Context: an optimization exercise on an open-source flow, tuned for small area, a short achievable clock period and few clock cycles. The choices shown serve that exercise and are no tape-out recipe. The RTL was checked by simulation tests, not by an equivalence proof against the original design.

## oak
==> module conv_layer, before the edit <==
module conv_layer #(
    parameter INPUT_CHANNELS = 3,
    parameter OUTPUT_CHANNELS = 32,
    parameter KERNEL_SIZE = 3,
    parameter INPUT_WIDTH = 4,
    parameter INPUT_HEIGHT = 4,
    parameter WEIGHT_BITS = 4,
    parameter ACTIVATION_BITS = 8
) (
    input wire clk,
    input wire rst_n,
    input wire [ACTIVATION_BITS-1:0] input_data,
    input wire input_valid,
    output wire input_ready,
    input wire [WEIGHT_BITS*256-1:0] weights_flat,
    input wire [7:0] weight_addr,
    input wire weight_valid,
    output wire [ACTIVATION_BITS-1:0] output_data,
    output wire output_valid,
    input wire output_ready,
    input wire start,
    output wire done,
    input wire [7:0] stride,
    input wire [7:0] padding,
    input wire [255:0] bias_flat
);
localparam TAPS = KERNEL_SIZE * KERNEL_SIZE;                   
localparam MACS = TAPS * INPUT_CHANNELS;                         
localparam NOUT = INPUT_WIDTH * INPUT_HEIGHT * OUTPUT_CHANNELS;  
reg        act;       
reg        wl;        
reg        wld;       
reg [4:0]  m;         
reg [8:0]  nc;        
reg        fin;       
reg        p1;        
reg        l1;        
reg        l2;        
reg        ov;        
reg        done_r;
reg [WEIGHT_BITS-1:0]                 wsr [0:TAPS-1];
reg [ACTIVATION_BITS-1:0]             in_reg;
reg [ACTIVATION_BITS+1:0]             prl;      
reg [ACTIVATION_BITS+1:0]             prh;      
reg [15:0]                            acc;
reg [ACTIVATION_BITS-1:0]             out_reg;
wire wload   = act & ~wl & ~(wld & (m == TAPS-1)) & weight_valid;
assign input_ready = act & wl & ~fin & ~(ov & (m == MACS-1));
wire taken   = input_valid & input_ready;
wire last_in = taken & (m == MACS-1);
wire finish  = fin & ov & output_ready;
always @(posedge clk or negedge rst_n) begin
    if (!rst_n) begin
        act    <= 1'b0;
        wl     <= 1'b0;
        wld    <= 1'b0;
        m      <= 5'd0;
        nc     <= 9'd0;
        fin    <= 1'b0;
        p1     <= 1'b0;
        l1     <= 1'b0;
        l2     <= 1'b0;
        ov     <= 1'b0;
        done_r <= 1'b0;
    end else begin
        act    <= start | (act & ~finish);
        wld    <= wload;
        p1     <= taken;
        l1     <= last_in;
        l2     <= l1;
        ov     <= l2 | (ov & ~output_ready);
        done_r <= finish;
        if (wld | taken) begin
            if ((wld & (m == TAPS-1)) | (m == MACS-1))
                m <= 5'd0;
            else
                m <= m + 5'd1;
        end
        if (finish)
            wl <= 1'b0;
        else if (wld & (m == TAPS-1))
            wl <= 1'b1;
        if (finish)
            fin <= 1'b0;
        else if (last_in & (nc == NOUT-1))
            fin <= 1'b1;
        if (last_in)
            nc <= nc + 9'd1;
    end
end
wire [7:0]  wlo = 8'd1 << weight_addr[2:0];
wire [31:0] whi = (32'd1 << weight_addr[7:3]) & {32{wload}};
wire wrot  = taken;
wire whold = ~(wld | taken);
wire [WEIGHT_BITS-1:0] w8_n;
reg  [4*WEIGHT_BITS-1:0] wpr;    
genvar b, g, e;
generate
    for (b = 0; b < WEIGHT_BITS; b = b + 1) begin : WB
        wire [31:0] gy;
        wire [3:0]  py;
        always @(posedge clk)
            wpr[4*b +: 4] <= py;
        for (g = 0; g < 32; g = g + 1) begin : WG
            wire [7:0] gd;
            for (e = 0; e < 8; e = e + 1) begin : WE
                assign gd[e] = weights_flat[WEIGHT_BITS*(8*g+e) + b];
            end
            conv_layer_sel8 u_g (.d(gd), .s(wlo), .y(gy[g]));
        end
        for (g = 0; g < 4; g = g + 1) begin : WP
            conv_layer_sel8 u_p (.d(gy[8*g +: 8]), .s(whi[8*g +: 8]), .y(py[g]));
        end
        wire n01, n23;
        wire q = ~((wsr[0][b] & wrot) | (wsr[TAPS-1][b] & whold));
        conv_layer_nor2  u_n01 (.a(wpr[4*b]),   .b(wpr[4*b+1]), .y(n01));
        conv_layer_nor2  u_n23 (.a(wpr[4*b+2]), .b(wpr[4*b+3]), .y(n23));
        conv_layer_nand3 u_w8  (.a(n01), .b(n23), .c(q), .y(w8_n[b]));
    end
endgenerate
wire [7:0] blo = 8'd1 << nc[6:4];
wire [3:0] bhi = 4'd1 << nc[8:7];
wire [7:0] bsel;
generate
    for (b = 0; b < 8; b = b + 1) begin : BB
        wire [3:0] gy;
        for (g = 0; g < 4; g = g + 1) begin : BG
            wire [7:0] gd;
            for (e = 0; e < 8; e = e + 1) begin : BE
                assign gd[e] = bias_flat[8*(8*g+e) + b];
            end
            conv_layer_sel8 u_g (.d(gd), .s(blo), .y(gy[g]));
        end
        assign bsel[b] = |(gy & bhi);
    end
endgenerate
wire [15:0] sum = acc + prl + {prh, 2'b00};
integer i;
always @(posedge clk) begin
    if (wld | taken) begin
        for (i = 0; i < TAPS-1; i = i + 1)
            wsr[i] <= wsr[i+1];
    end
    wsr[TAPS-1] <= w8_n;
    in_reg <= taken ? input_data : {ACTIVATION_BITS{1'b0}};
    prl <= in_reg * (wsr[TAPS-1][1:0] & {2{p1}});
    prh <= in_reg * (wsr[TAPS-1][3:2] & {2{p1}});
    if (l2 | ~act)
        acc <= {8'd0, bsel};
    else
        acc <= sum;
    if (l2)
        out_reg <= sum[15] ? {ACTIVATION_BITS{1'b0}} : sum[ACTIVATION_BITS-1:0];
end
assign output_data  = out_reg;
assign output_valid = ov;
assign done         = done_r;
endmodule
export LEC_CHECK = 0
export CAP_MARGIN = 20
export CORE_AREA = 5 5 235 235
export DIE_AREA = 0 0 240 240
export SETUP_SLACK_MARGIN = 4.0
export SLEW_MARGIN = 20
export SYNTH_HIERARCHICAL = 1
create_clock -name core_clock -period 7.0 [get_ports {clk}]
standard.sh (not shown) runs the stock make flow with config.mk's settings and CLKGATE_MAP_FILE= SYNTH_SCRIPT=/design/flow/synth_recipe.tcl, a recipe that flattens the netlist after the stock synthesis.
==> flow/flow/run.sh <==
#!/bin/bash
# Standard ORFS layout, with every port buffered by the smallest buffer
# instead of the default clkdlybuf4s50_1, and pins one track apart so the
# die can be small. The clock pin is placed first, in the middle of the left
# edge, with no other pin within 6 um, since its wire uses wider spacing.
set -euo pipefail
export BUFFER_PORTS_ARGS="-buffer_cell sky130_fd_sc_hd__buf_1"
# die height from config.mk (DIE_AREA = 0 0 W H)
H=$(awk '/DIE_AREA/ {print $NF}' config.mk | tail -1)
Y=$(awk -v h="$H" 'BEGIN { k = int((h / 2 - 0.34) / 0.68); printf "%.2f", 0.34 + k * 0.68 }')
LO=$(awk -v y="$Y" 'BEGIN { printf "%.2f", y - 6 }')
HI=$(awk -v y="$Y" 'BEGIN { printf "%.2f", y + 6 }')
export CLK_PIN_Y="$Y"
export PRE_IO_PLACEMENT_TCL="$PWD/flow/pre_io.tcl"
export PLACE_PINS_ARGS="-min_distance 1 -min_distance_in_tracks -exclude left:${LO}-${HI}"
echo "die height $H, clk pin at y=$Y, excluded left:${LO}-${HI}" > run_info.log
bash standard.sh finish > standard.log 2>&1
==> flow/flow/pre_io.tcl <==
# Place the clock pin by itself before the other pins.
place_pin -pin_name clk -layer met3 -location [list 0 $::env(CLK_PIN_Y)] \
  -pin_size {0.8 0.3} -force_to_die_boundary
Testbench counts of oak, summed over its fixed seeds: cycles 166,062.
[inputs] pine vs oak
-- flow/design.v --
<<< oak, line 55
reg [WEIGHT_BITS-1:0]                 wsr [0:TAPS-1];
reg [ACTIVATION_BITS-1:0]             in_reg;
reg [ACTIVATION_BITS+1:0]             prl;      
reg [ACTIVATION_BITS+1:0]             prh;      
reg [15:0]                            acc;
reg [ACTIVATION_BITS-1:0]             out_reg;
>>> pine, line 55
reg [WEIGHT_BITS-1:0]                 wsr [0:TAPS-1];
reg [ACTIVATION_BITS-1:0]             in_reg;
reg [ACTIVATION_BITS+WEIGHT_BITS-1:0] prod;
reg [15:0]                            acc;
reg [ACTIVATION_BITS-1:0]             out_reg;
<<< oak, line 149
    end
endgenerate
wire [15:0] sum = acc + prl + {prh, 2'b00};
integer i;
always @(posedge clk) begin
>>> pine, line 148
    end
endgenerate
wire [15:0] sum = acc + prod;
integer i;
always @(posedge clk) begin
<<< oak, line 158
    wsr[TAPS-1] <= w8_n;
    in_reg <= taken ? input_data : {ACTIVATION_BITS{1'b0}};
    prl <= in_reg * (wsr[TAPS-1][1:0] & {2{p1}});
    prh <= in_reg * (wsr[TAPS-1][3:2] & {2{p1}});
    if (l2 | ~act)
        acc <= {8'd0, bsel};
>>> pine, line 157
    wsr[TAPS-1] <= w8_n;
    in_reg <= taken ? input_data : {ACTIVATION_BITS{1'b0}};
    prod <= in_reg * (wsr[TAPS-1] & {WEIGHT_BITS{p1}});
    if (l2 | ~act)
        acc <= {8'd0, bsel};
--- outcome ---
pine — fmax about 7% lower, oak as reference
Compared to oak, the routing of pine uses less wire.
Relative to oak, critical path depth has increased by 5 in pine.
Footprint of the flip-flops and latches of pine falls short of that of oak by a few percent.
Sequential cell count (pine vs. oak) decreases by a few percent
pine vs. oak: design area ~0 delta; number of standard cells in the layout, taps in and fillers out -48.
The final reports for pine and oak show number of inserted filler cells in the final layout lower in the former.
Compared with oak, pine shows a lower power.
oak → pine: count of clock-net buffers in the final layout dropped 4, least setup slack across all paths after layout went down by 0.24 ns, total of plain and repair buffers excluding clock buffers rose by 16, layout-stage area growth over the synthesis result grew by 2.9 points.
Testbench counts of pine, summed over its fixed seeds: cycles 166,062.

port drivers added, routing unchanged:
The results above use ideal ports. As a check the final layouts listed here were re-extracted and re-timed, cells and wires unchanged. Step 1 (the two cells are an assumption about what drives the block):
set clk [get_ports {clk}]
set_driving_cell -lib_cell sky130_fd_sc_hd__clkbuf_16 $clk
set_driving_cell -lib_cell sky130_fd_sc_hd__buf_2 [delete_from_list [all_inputs] $clk]
Step 2 adds t to the input delays and takes it off the output delays; t is the mean of the earliest and latest rising clock arrival at the registers after step 1. Input paths then give back, and output paths get back, about the clock's delay inside the block. Three values: no drivers, after step 1, after step 2; two values: the first two.
run	t (ns)	slack for setup (ns)	clock arrival spread, ns
oak	0.461	4.010 / 3.943 / 3.482	0.010 / 0.010
pine	0.457	3.771 / 3.771 / 3.501	0.010 / 0.010
After both steps every run listed still meets setup and hold. For oak, which loses most, drivers alone change the setup slack by -0.067 ns; drivers and shift together by -0.528 ns.
